Source: an optimization exercise on an open RTL-to-GDS flow (aim: small area, a short achievable clock period and few clock cycles). Production flows keep margins and buffers that such runs may drop.
RTL that was checked went through simulation tests only; none was proved equivalent to the original.
Power is estimated from default activity; no workload was simulated.

Setup of branch amber:
==> module Histogram, before the edit <==
module Histogram #(parameter INC = 0) (
	input        clk,
	input  [3:0] match,     
	input        clear,
	input  [4:0] loIn,      
	input        pIn,
	input  [9:0] hiIn,
	output reg [4:0] lo,    
	output       p,
	output reg [9:0] hi
);
wire [2:0] d  = match[0] + match[1] + match[2] + match[3];
wire       c2 = d[2] | (d[1] & d[0] & (loIn[1:0] != 2'd0)) | (d[1] & loIn[1]) | (d[0] & loIn[1] & loIn[0]);
wire       ovf = c2 & (&loIn[4:2]);
always @(posedge clk) begin
	if (clear) lo <= 5'd0;
	else       lo <= loIn + d;
end
generate
	if (INC) begin : G_INC
		always @(posedge clk) hi <= hiIn + (pIn | ovf);
		assign p = 1'b0;
	end else begin : G_MOVE
		reg pr;
		always @(posedge clk) begin
			if (clear) begin
				pr <= 1'b0;
				hi <= 10'd0;
			end else begin
				pr <= pIn | ovf;
				hi <= hiIn;
			end
		end
		assign p = pr;
	end
endgenerate
endmodule
==> module simd_histogram, before the edit <==
module simd_histogram (
	input             clk,
	input             rst_n,
	input             img_ready,
	output     [11:0] img_addr,
	input      [31:0] img_data,
	output reg        hist_we,
	output      [2:0] hist_addr,
	output     [15:0] hist_data,
	output reg        hist_transmit
);
localparam [2:0] U0 = 3'd7;
reg        busy;       
reg        rd;         
reg [11:0] addr;
reg        v1;         
reg        v2;         
reg        ow;         
reg  [2:0] u;          
reg [11:0] px;         
wire go    = (~busy & ~ow & img_ready) | rd;
wire start = v2 & ~v1;
wire [2:0] nu = 3'd2 - u;    
always @(posedge clk) begin
	px <= {img_data[31:29] + nu, img_data[23:21] + nu, img_data[15:13] + nu, img_data[7:5] + nu};
	if (~rst_n) begin
		busy <= 1'b0;
		rd   <= 1'b0;
		addr <= 12'd0;
		v1   <= 1'b0;
		v2   <= 1'b0;
		ow   <= 1'b1;
		hist_we <= 1'b0;
		u    <= U0;
		hist_transmit <= 1'b0;
	end else begin
		busy <= (busy & ~hist_transmit) | go;
		rd   <= go & (addr != 12'd4095);
		if (go) addr <= addr + 12'd1;
		v1   <= go;
		v2   <= v1;
		ow   <= start | (ow & (u != U0 + 3'd1));
		hist_we <= start | (hist_we & (u != U0 + 3'd1));
		u    <= (busy | ow) ? u - 3'd1 : 3'd0;
		hist_transmit <= busy & ow & (u == U0 + 3'd2);
	end
end
assign img_addr  = addr;
assign hist_addr = u;
wire [4:0] lo [0:7];
wire       p  [0:7];
wire [9:0] hi [0:7];
genvar s, l;
generate
	for (s = 0; s < 8; s = s + 1) begin : SLOT
		wire [3:0] match;
		for (l = 0; l < 4; l = l + 1) begin : PIX
			assign match[l] = v2 & (px[3*l+2:3*l] == s);
		end
		Histogram #(.INC(s == 0)) H (
			.clk(clk), .match(match), .clear(s == 1 ? ow : 1'b0),
			.loIn(lo[(s + 7) % 8]), .pIn(p[(s + 7) % 8]), .hiIn(hi[(s + 7) % 8]),
			.lo(lo[s]), .p(p[s]), .hi(hi[s]));
	end
endgenerate
assign hist_data = {1'b0, hi[0], lo[0]};
endmodule
export LEC_CHECK = 0
export CAP_MARGIN = 20
export CORE_MARGIN = 2
export CORE_UTILIZATION = 40
export PLACE_DENSITY = 0.6
export SLEW_MARGIN = 20
create_clock -name core_clock -period 6.0 [get_ports {clk}]
run.sh (not shown) runs the stock make flow with config.mk's settings and CLKGATE_MAP_FILE= SYNTH_SCRIPT=/design/flow/synth_recipe.tcl, a recipe that flattens the netlist after the stock synthesis.
Changes in branch xenon relative to branch amber:
==> flow/design.v <==
module Histogram #(parameter INC = 0) (
	input        clk,
	input  [3:0] match,     
	input        clear,
	input  [4:0] loIn,      
	input        pIn,
	input  [9:0] hiIn,
	output reg [4:0] lo,    
	output       p,
	output reg [9:0] hi
);
wire s1 = match[0] ^ match[1] ^ match[2];
wire k1 = (match[0] & match[1]) | (match[2] & (match[0] | match[1]));
wire s0 = loIn[0] ^ match[3] ^ s1;
wire k2 = (loIn[0] & match[3]) | (s1 & (loIn[0] | match[3]));
wire s2 = loIn[1] ^ k1 ^ k2;
wire c2 = (k1 & k2) | (loIn[1] & (k1 | k2));    
wire [4:0] loN = {loIn[4] ^ (c2 & loIn[3] & loIn[2]), loIn[3] ^ (c2 & loIn[2]), loIn[2] ^ c2, s2, s0};
wire       ovf = c2 & loIn[4] & loIn[3] & loIn[2];
always @(posedge clk) begin
	if (clear) lo <= 5'd0;
	else       lo <= loN;
end
generate
	if (INC) begin : G_INC
		wire [9:0] ones;
		wire       inc = pIn | ovf;
		genvar i;
		assign ones[0] = 1'b1;
		for (i = 1; i < 10; i = i + 1) begin : ONES
			assign ones[i] = ones[i-1] & hiIn[i-1];
		end
		always @(posedge clk) hi <= hiIn ^ (ones & {10{inc}});
		assign p = 1'b0;
	end else begin : G_MOVE
		reg pr;
		always @(posedge clk) begin
			if (clear) begin
				pr <= 1'b0;
				hi <= 10'd0;
			end else begin
				pr <= pIn | ovf;
				hi <= hiIn;
			end
		end
		assign p = pr;
	end
endgenerate
endmodule
module simd_histogram (
	input             clk,
	input             rst_n,
	input             img_ready,
	output     [11:0] img_addr,
	input      [31:0] img_data,
	output            hist_we,
	output      [2:0] hist_addr,
	output     [15:0] hist_data,
	output reg        hist_transmit
);
localparam [2:0] U0 = 3'd7;
localparam [11:0] A_LAST = 12'h800;    
reg        busy;       
reg        rd;         
reg [11:0] addr;
reg        v1;         
reg        v2;         
reg        ow;         
reg  [2:0] u;          
reg [11:0] px;         
wire go    = rst_n & ((~busy & ~ow & img_ready) | rd);
wire start = v2 & ~v1;
wire [2:0] nu = 3'd2 - u;    
wire       fb = addr[11] ^ addr[5] ^ addr[3] ^ addr[0] ^ (addr[10:0] == 11'd0);
always @(posedge clk) begin
	px   <= v1 ? {img_data[31:29] + nu, img_data[23:21] + nu, img_data[15:13] + nu, img_data[7:5] + nu}
	           : 12'b001_001_001_001;
	addr <= go ? {addr[10:0], fb} : 12'd0;
	if (~rst_n) begin
		busy <= 1'b0;
		rd   <= 1'b0;
		v1   <= 1'b0;
		v2   <= 1'b0;
		ow   <= 1'b1;
		u    <= U0;
		hist_transmit <= 1'b0;
	end else begin
		busy <= (busy & ~hist_transmit) | go;
		rd   <= go & (addr != A_LAST);
		v1   <= go;
		v2   <= v1;
		ow   <= start | (ow & (u != U0 + 3'd1));
		u    <= (busy | ow) ? u - 3'd1 : 3'd0;
		hist_transmit <= busy & ow & (u == U0 + 3'd2);
	end
end
assign img_addr  = addr;
assign hist_we   = ow;
assign hist_addr = u;
wire [4:0] lo [0:7];
wire       p  [0:7];
wire [9:0] hi [0:7];
genvar s, l;
generate
	for (s = 0; s < 8; s = s + 1) begin : SLOT
		wire [3:0] match;
		for (l = 0; l < 4; l = l + 1) begin : PIX
			assign match[l] = (px[3*l+2:3*l] == s);
		end
		Histogram #(.INC(s == 0)) H (
			.clk(clk), .match(match), .clear(s == 1 ? ~v2 : 1'b0),
			.loIn(lo[(s + 7) % 8]), .pIn(p[(s + 7) % 8]), .hiIn(hi[(s + 7) % 8]),
			.lo(lo[s]), .p(p[s]), .hi(hi[s]));
	end
endgenerate
assign hist_data = {1'b0, hi[0], lo[0]};
endmodule
Notes after the runs:
branch xenon has half-perimeter wire length after detailed placement below what branch amber had. [branch xenon vs branch amber] share of the synthesized area in compound gates (AO/OA/AOI/OAI): lower in branch xenon. branch xenon vs. branch amber: shortest clock period the worst path allows after layout has decreased, hold slack has remained practically unchanged, met1 routing resource usage after global routing has decreased, first-pass GRT wire length has decreased. Going from branch amber to branch xenon, the die area was shrunk. Cmp branch amber and branch xenon / combinational cell fraction of total power / higher: branch amber. [branch xenon vs branch amber] distinct cell type count after synthesis: higher in branch xenon. Compared with branch amber, in branch xenon global-route usage shows a reduction of 1.6 points, cell-internal power shows a reduction of 0.61%, core utilization shows an increase of 0.95 points, number of non-filler instances in the completed layout shows a reduction of 8.2%, switching power as a share of total power shows a reduction of 1.4 points.
No run of this note included a check of the RTL's function; only the layout flow was run.

* * *

Starting RTL as in the previous note.
Settings: LEC_CHECK=0, CAP_MARGIN=20, CORE_MARGIN=2, CORE_UTILIZATION=40, PLACE_DENSITY=0.6, SETUP_SLACK_MARGIN=3.9, SLEW_MARGIN=20; clock period 6.0 ns.
Edit:
==> flow/design.v (replaced) <==
module Histogram #(parameter INC = 0) (
	input        clk,
	input  [3:0] match,     
	input        clear,
	input  [4:0] loIn,      
	input        pIn,
	input  [9:0] hiIn,
	output reg [4:0] lo,    
	output       p,
	output reg [9:0] hi
);
wire s1 = match[0] ^ match[1] ^ match[2];
wire k1 = (match[0] & match[1]) | (match[2] & (match[0] | match[1]));
wire s0 = loIn[0] ^ match[3] ^ s1;
wire k2 = (loIn[0] & match[3]) | (s1 & (loIn[0] | match[3]));
wire s2 = loIn[1] ^ k1 ^ k2;
wire c2 = (k1 & k2) | (loIn[1] & (k1 | k2));    
wire [4:0] loN = {loIn[4] ^ (c2 & loIn[3] & loIn[2]), loIn[3] ^ (c2 & loIn[2]), loIn[2] ^ c2, s2, s0};
wire       ovf = c2 & loIn[4] & loIn[3] & loIn[2];
always @(posedge clk) begin
	if (clear) lo <= 5'd0;
	else       lo <= loN;
end
generate
	if (INC) begin : G_INC
		wire [9:0] ones;
		wire       inc = pIn | ovf;
		genvar i;
		assign ones[0] = 1'b1;
		for (i = 1; i < 10; i = i + 1) begin : ONES
			assign ones[i] = ones[i-1] & hiIn[i-1];
		end
		always @(posedge clk) hi <= hiIn ^ (ones & {10{inc}});
		assign p = 1'b0;
	end else begin : G_MOVE
		reg pr;
		always @(posedge clk) begin
			if (clear) begin
				pr <= 1'b0;
				hi <= 10'd0;
			end else begin
				pr <= pIn | ovf;
				hi <= hiIn;
			end
		end
		assign p = pr;
	end
endgenerate
endmodule
module simd_histogram (
	input             clk,
	input             rst_n,
	input             img_ready,
	output     [11:0] img_addr,
	input      [31:0] img_data,
	output            hist_we,
	output      [2:0] hist_addr,
	output     [15:0] hist_data,
	output reg        hist_transmit
);
localparam [2:0] U0 = 3'd7;
localparam [11:0] A_LAST = 12'h800;    
reg        busy;       
reg        rd;         
reg [11:0] addr;
reg        v1;         
reg        v2;         
reg        ow;         
reg  [2:0] u;          
reg [11:0] px;         
wire go    = rst_n & ((~busy & ~ow & img_ready) | rd);
wire start = v2 & ~v1;
wire [2:0] nu = 3'd2 - u;    
wire       fb = addr[11] ^ addr[5] ^ addr[3] ^ addr[0] ^ (addr[10:0] == 11'd0);
always @(posedge clk) begin
	px   <= v1 ? {img_data[31:29] + nu, img_data[23:21] + nu, img_data[15:13] + nu, img_data[7:5] + nu}
	           : 12'b001_001_001_001;
	addr <= go ? {addr[10:0], fb} : 12'd0;
	if (~rst_n) begin
		busy <= 1'b0;
		rd   <= 1'b0;
		v1   <= 1'b0;
		v2   <= 1'b0;
		ow   <= 1'b1;
		u    <= U0;
		hist_transmit <= 1'b0;
	end else begin
		busy <= (busy & ~hist_transmit) | go;
		rd   <= go & (addr != A_LAST);
		v1   <= go;
		v2   <= v1;
		ow   <= start | (ow & (u != U0 + 3'd1));
		u    <= (busy | ow) ? u - 3'd1 : 3'd0;
		hist_transmit <= busy & ow & (u == U0 + 3'd2);
	end
end
assign img_addr  = addr;
assign hist_we   = ow;
assign hist_addr = u;
wire [4:0] lo [0:7];
wire       p  [0:7];
wire [9:0] hi [0:7];
genvar s, l;
generate
	for (s = 0; s < 8; s = s + 1) begin : SLOT
		wire [3:0] match;
		for (l = 0; l < 4; l = l + 1) begin : PIX
			assign match[l] = (px[3*l+2:3*l] == s);
		end
		Histogram #(.INC(s == 0)) H (
			.clk(clk), .match(match), .clear(s == 1 ? ~v2 : 1'b0),
			.loIn(lo[(s + 7) % 8]), .pIn(p[(s + 7) % 8]), .hiIn(hi[(s + 7) % 8]),
			.lo(lo[s]), .p(p[s]), .hi(hi[s]));
	end
endgenerate
assign hist_data = {1'b0, hi[0], lo[0]};
endmodule
Final area is lower by roughly a tenth.
Routed wire length goes down by about a fifth.
Non-clock buffer count fell by 8.
Synthesized area decreases by a little under a tenth.
Hold slack barely changes.
Global-route usage drops by 1.6 points.
Final cell count drops by roughly a tenth.
Setup slack gains 380 ps.
Clock power is lower by a few percent.
Clock-buffer cell count went up by 3.
Synthesized cell count fell by roughly a tenth.
Total power is lower by a little under a tenth.
Combinational power went down by a quarter to a third.
No functional check of the RTL was part of any run of this note.

* * *

simd_histogram, a different RTL version from the one above (not shown whole).
For scale: roughly 170 flip-flops, about 68 I/O pins.
// simd_histogram
module simd_histogram (
	input             clk,
	input             rst_n,
	input             img_ready,
	output     [11:0] img_addr,
	input      [31:0] img_data,
	output            hist_we,
	output      [2:0] hist_addr,
	output     [15:0] hist_data,
	output reg        hist_transmit
);
localparam [2:0] U0 = 3'd6;
localparam [11:0] A_LAST = 12'h800;    
reg        busy;       
reg        rd;         
reg [11:0] addr;
reg        v1;         
reg        v2;         
reg        v3;         
reg        ow;         
reg  [2:0] u;          
reg [11:0] px;         
wire go    = rst_n & ((~busy & ~ow & img_ready) | rd);
wire start = v3 & ~v2;
wire [2:0] nu = 3'd2 - u;    
wire       fb = addr[11] ^ addr[5] ^ addr[3] ^ addr[0] ^ (addr[10:0] == 11'd0);
always @(posedge clk) begin
	px   <= {img_data[31:29] + nu, img_data[23:21] + nu, img_data[15:13] + nu, img_data[7:5] + nu};
	addr <= go ? {addr[10:0], fb} : 12'd0;
	if (~rst_n) begin
		busy <= 1'b0;
		rd   <= 1'b0;
		v1   <= 1'b0;
		v2   <= 1'b0;
		v3   <= 1'b0;
		ow   <= 1'b1;
		u    <= U0;
		hist_transmit <= 1'b0;
	end else begin
		busy <= (busy & ~hist_transmit) | go;
		rd   <= go & (addr != A_LAST);
		v1   <= go;
		v2   <= v1;
		v3   <= v2;
		ow   <= start | (ow & (u != U0 + 3'd1));
		u    <= (busy | ow) ? u - 3'd1 : 3'd0;
		hist_transmit <= busy & ow & (u == U0 + 3'd2);
	end
end
assign img_addr  = addr;
assign hist_we   = ow;
assign hist_addr = u;
wire [4:0] lo [0:7];
wire       cy [0:7];
wire       p  [0:7];
wire [9:0] hi [0:7];
genvar s, l;
generate
	for (s = 0; s < 8; s = s + 1) begin : SLOT
		wire [3:0] match;
		for (l = 0; l < 4; l = l + 1) begin : PIX
			assign match[l] = v2 & (px[3*l+2:3*l] == s);
		end
		Histogram #(.INC(s == 0)) H (
			.clk(clk), .match(match), .clear(s == 1 ? ow : 1'b0),
			.loIn(lo[(s + 7) % 8]), .cyIn(cy[(s + 7) % 8]), .pIn(p[(s + 7) % 8]), .hiIn(hi[(s + 7) % 8]),
			.lo(lo[s]), .cy(cy[s]), .p(p[s]), .hi(hi[s]));
	end
endgenerate
assign hist_data = {1'b0, hi[0], lo[0]};
endmodule
==> module Histogram, before the edit <==
module Histogram #(parameter INC = 0) (
	input        clk,
	input  [3:0] match,     
	input        clear,
	input  [4:0] loIn,      
	input        cyIn,
	input        pIn,
	input  [9:0] hiIn,
	output reg [4:0] lo,    
	output       cy,
	output       p,
	output reg [9:0] hi
);
wire s1 = match[0] ^ match[1] ^ match[2];
wire k1 = (match[0] & match[1]) | (match[2] & (match[0] | match[1]));
wire s0 = loIn[0] ^ match[3] ^ s1;
wire k2 = (loIn[0] & match[3]) | (s1 & (loIn[0] | match[3]));
wire s2 = loIn[1] ^ k1 ^ k2;
wire c2 = (k1 & k2) | (loIn[1] & (k1 | k2));
wire [4:0] loN = {loIn[4] ^ (cyIn & loIn[3] & loIn[2]), loIn[3] ^ (cyIn & loIn[2]), loIn[2] ^ cyIn, s2, s0};
wire       ovf = cyIn & loIn[4] & loIn[3] & loIn[2];
reg cyr;
always @(posedge clk) begin
	if (clear) begin
		lo  <= 5'd0;
		cyr <= 1'b0;
	end else begin
		lo  <= loN;
		cyr <= c2;
	end
end
assign cy = cyr;
generate
	if (INC) begin : G_INC
		wire [9:0] ones;
		wire       inc = pIn | ovf;
		genvar i;
		assign ones[0] = 1'b1;
		for (i = 1; i < 10; i = i + 1) begin : ONES
			assign ones[i] = ones[i-1] & hiIn[i-1];
		end
		always @(posedge clk) hi <= hiIn ^ (ones & {10{inc}});
		assign p = 1'b0;
	end else begin : G_MOVE
		reg pr;
		always @(posedge clk) begin
			if (clear) begin
				pr <= 1'b0;
				hi <= 10'd0;
			end else begin
				pr <= pIn | ovf;
				hi <= hiIn;
			end
		end
		assign p = pr;
	end
endgenerate
endmodule
==> module simd_histogram, before the edit <==
module simd_histogram (
	input             clk,
	input             rst_n,
	input             img_ready,
	output     [11:0] img_addr,
	input      [31:0] img_data,
	output            hist_we,
	output      [2:0] hist_addr,
	output     [15:0] hist_data,
	output reg        hist_transmit
);
localparam [2:0] U0 = 3'd6;
localparam [11:0] A_LAST = 12'h800;    
reg        busy;       
reg        rd;         
reg [11:0] addr;
reg        v1;         
reg        v2;         
reg        v3;         
reg        ow;         
reg  [2:0] u;          
reg [11:0] px;         
wire go    = rst_n & ((~busy & ~ow & img_ready) | rd);
wire start = v3 & ~v2;
wire [2:0] nu = 3'd2 - u;    
wire       fb = addr[11] ^ addr[5] ^ addr[3] ^ addr[0] ^ (addr[10:0] == 11'd0);
always @(posedge clk) begin
	px   <= {img_data[31:29] + nu, img_data[23:21] + nu, img_data[15:13] + nu, img_data[7:5] + nu};
	addr <= go ? {addr[10:0], fb} : 12'd0;
	if (~rst_n) begin
		busy <= 1'b0;
		rd   <= 1'b0;
		v1   <= 1'b0;
		v2   <= 1'b0;
		v3   <= 1'b0;
		ow   <= 1'b1;
		u    <= U0;
		hist_transmit <= 1'b0;
	end else begin
		busy <= (busy & ~hist_transmit) | go;
		rd   <= go & (addr != A_LAST);
		v1   <= go;
		v2   <= v1;
		v3   <= v2;
		ow   <= start | (ow & (u != U0 + 3'd1));
		u    <= (busy | ow) ? u - 3'd1 : 3'd0;
		hist_transmit <= busy & ow & (u == U0 + 3'd2);
	end
end
assign img_addr  = addr;
assign hist_we   = ow;
assign hist_addr = u;
wire [4:0] lo [0:7];
wire       cy [0:7];
wire       p  [0:7];
wire [9:0] hi [0:7];
genvar s, l;
generate
	for (s = 0; s < 8; s = s + 1) begin : SLOT
		wire [3:0] match;
		for (l = 0; l < 4; l = l + 1) begin : PIX
			assign match[l] = v2 & (px[3*l+2:3*l] == s);
		end
		Histogram #(.INC(s == 0)) H (
			.clk(clk), .match(match), .clear(s == 1 ? ow : 1'b0),
			.loIn(lo[(s + 7) % 8]), .cyIn(cy[(s + 7) % 8]), .pIn(p[(s + 7) % 8]), .hiIn(hi[(s + 7) % 8]),
			.lo(lo[s]), .cy(cy[s]), .p(p[s]), .hi(hi[s]));
	end
endgenerate
assign hist_data = {1'b0, hi[0], lo[0]};
endmodule
make LEC_CHECK=0 CAP_MARGIN=20 CORE_MARGIN=2 CORE_UTILIZATION=40 CTS_BUF_LIST=sky130_fd_sc_hd__clkbuf_8 CTS_CLUSTER_SIZE=40 PLACE_DENSITY=0.6 SETUP_SLACK_MARGIN=3.9 SLEW_MARGIN=20 finish   # period 6.0 ns
The starting point completed without violations.
Change:
--- a/flow/design.v
+++ b/flow/design.v
@@ -1,25 +1,31 @@
 module Histogram #(parameter INC = 0) (
 	input        clk,
 	input  [3:0] match,     
+	input  [1:0] eq,        
+	input  [1:0] ne,        
 	input        clear,
 	input  [4:0] loIn,      
 	input        cyIn,
 	input        pIn,
 	input  [9:0] hiIn,
 	output reg [4:0] lo,    
 	output       cy,
 	output       p,
 	output reg [9:0] hi
 );
-wire s1 = match[0] ^ match[1] ^ match[2];
-wire k1 = (match[0] & match[1]) | (match[2] & (match[0] | match[1]));
-wire s0 = loIn[0] ^ match[3] ^ s1;
-wire k2 = (loIn[0] & match[3]) | (s1 & (loIn[0] | match[3]));
-wire s2 = loIn[1] ^ k1 ^ k2;
-wire c2 = (k1 & k2) | (loIn[1] & (k1 | k2));
+wire a1 = match[0] & eq[0];
+wire a0 = (match[0] | match[1]) & ne[0];
+wire b1 = match[2] & eq[1];
+wire b0 = (match[2] | match[3]) & ne[1];
+wire s0 = loIn[0] ^ a0 ^ b0;
+wire k0 = (loIn[0] & a0) | (b0 & (loIn[0] | a0));
+wire t1 = loIn[1] ^ a1 ^ b1;
+wire k1 = (loIn[1] & a1) | (b1 & (loIn[1] | a1));
+wire s2 = t1 ^ k0;
+wire c2 = k1 | (t1 & k0);
 wire [4:0] loN = {loIn[4] ^ (cyIn & loIn[3] & loIn[2]), loIn[3] ^ (cyIn & loIn[2]), loIn[2] ^ cyIn, s2, s0};
 wire       ovf = cyIn & loIn[4] & loIn[3] & loIn[2];
 reg cyr;
 always @(posedge clk) begin
 	if (clear) begin
 		lo  <= 5'd0;
@@ -75,18 +81,23 @@
 reg        v1;         
 reg        v2;         
 reg        v3;         
 reg        ow;         
 reg  [2:0] u;          
 reg [11:0] px;         
+reg  [1:0] eq, ne;     
 wire go    = rst_n & ((~busy & ~ow & img_ready) | rd);
 wire start = v3 & ~v2;
 wire [2:0] nu = 3'd2 - u;    
 wire       fb = addr[11] ^ addr[5] ^ addr[3] ^ addr[0] ^ (addr[10:0] == 11'd0);
 always @(posedge clk) begin
 	px   <= {img_data[31:29] + nu, img_data[23:21] + nu, img_data[15:13] + nu, img_data[7:5] + nu};
+	eq[0] <= v1 & (img_data[15:13] == img_data[7:5]);
+	ne[0] <= v1 & (img_data[15:13] != img_data[7:5]);
+	eq[1] <= v1 & (img_data[31:29] == img_data[23:21]);
+	ne[1] <= v1 & (img_data[31:29] != img_data[23:21]);
 	addr <= go ? {addr[10:0], fb} : 12'd0;
 	if (~rst_n) begin
 		busy <= 1'b0;
 		rd   <= 1'b0;
 		v1   <= 1'b0;
 		v2   <= 1'b0;
@@ -114,16 +125,16 @@
 wire [9:0] hi [0:7];
 genvar s, l;
 generate
 	for (s = 0; s < 8; s = s + 1) begin : SLOT
 		wire [3:0] match;
 		for (l = 0; l < 4; l = l + 1) begin : PIX
-			assign match[l] = v2 & (px[3*l+2:3*l] == s);
+			assign match[l] = (px[3*l+2:3*l] == s);
 		end
 		Histogram #(.INC(s == 0)) H (
-			.clk(clk), .match(match), .clear(s == 1 ? ow : 1'b0),
+			.clk(clk), .match(match), .eq(eq), .ne(ne), .clear(s == 1 ? ow : 1'b0),
 			.loIn(lo[(s + 7) % 8]), .cyIn(cy[(s + 7) % 8]), .pIn(p[(s + 7) % 8]), .hiIn(hi[(s + 7) % 8]),
 			.lo(lo[s]), .cy(cy[s]), .p(p[s]), .hi(hi[s]));
 	end
 endgenerate
 assign hist_data = {1'b0, hi[0], lo[0]};
 endmodule
Result: The changed run ran to the end with no violations. Count of clock-buffer cells in the layout climbs by 1. Setup slack improves by 0.11 ns. Synthesized cell count goes up by 13%. Final area is higher by 2.9%. Clock power is about the same. Via count rose by 11%. Die area grows by 5.7%. First-iteration DRC count grows by 76%. Cell count rises by 7.9%.
Testbench counts after the change, summed over its fixed seeds: cycles 131,464.
The RTL of the first run of this note was laid out without a check of its function.

[re-timing with driven ports]
The flow's constraints put no driver on any port. The routed layouts listed below were extracted and timed again, unchanged, in two steps. Step 1, drivers: a clkbuf_16 drives clk and a buf_2 each remaining input, both assumed. Step 2 also shifts input and output timing later by t, the mid clock arrival at the registers, as if the neighbouring blocks saw the same clock. Three values: no drivers, after step 1, after step 2; two values: the first two.
run | t, ns | setup WS [ns] | worst setup path after step 2 | cell pins on the clock port's net
branch amber | 0.461 | 2.294 / 2.294 / 2.294 | register to register | 1
branch xenon | 0.452 | 2.837 / 2.837 / 2.837 | register to register | 1
the first run of note 2 | 0.465 | 2.971 / 2.971 / 2.971 | register to register | 1
the second run of note 2 | 0.449 | 3.351 / 3.351 / 3.351 | register to register | 1
the first run of note 3 | 0.466 | 3.777 / 3.777 / 3.456 | input to register | 1
the second run of note 3 | 0.477 | 3.885 / 3.851 / 3.493 | input to register | 1
After both steps setup and hold are still met in every run listed. For the second run of note 3, which loses most, drivers alone change the setup slack by -0.034 ns; drivers and shift together by -0.392 ns.
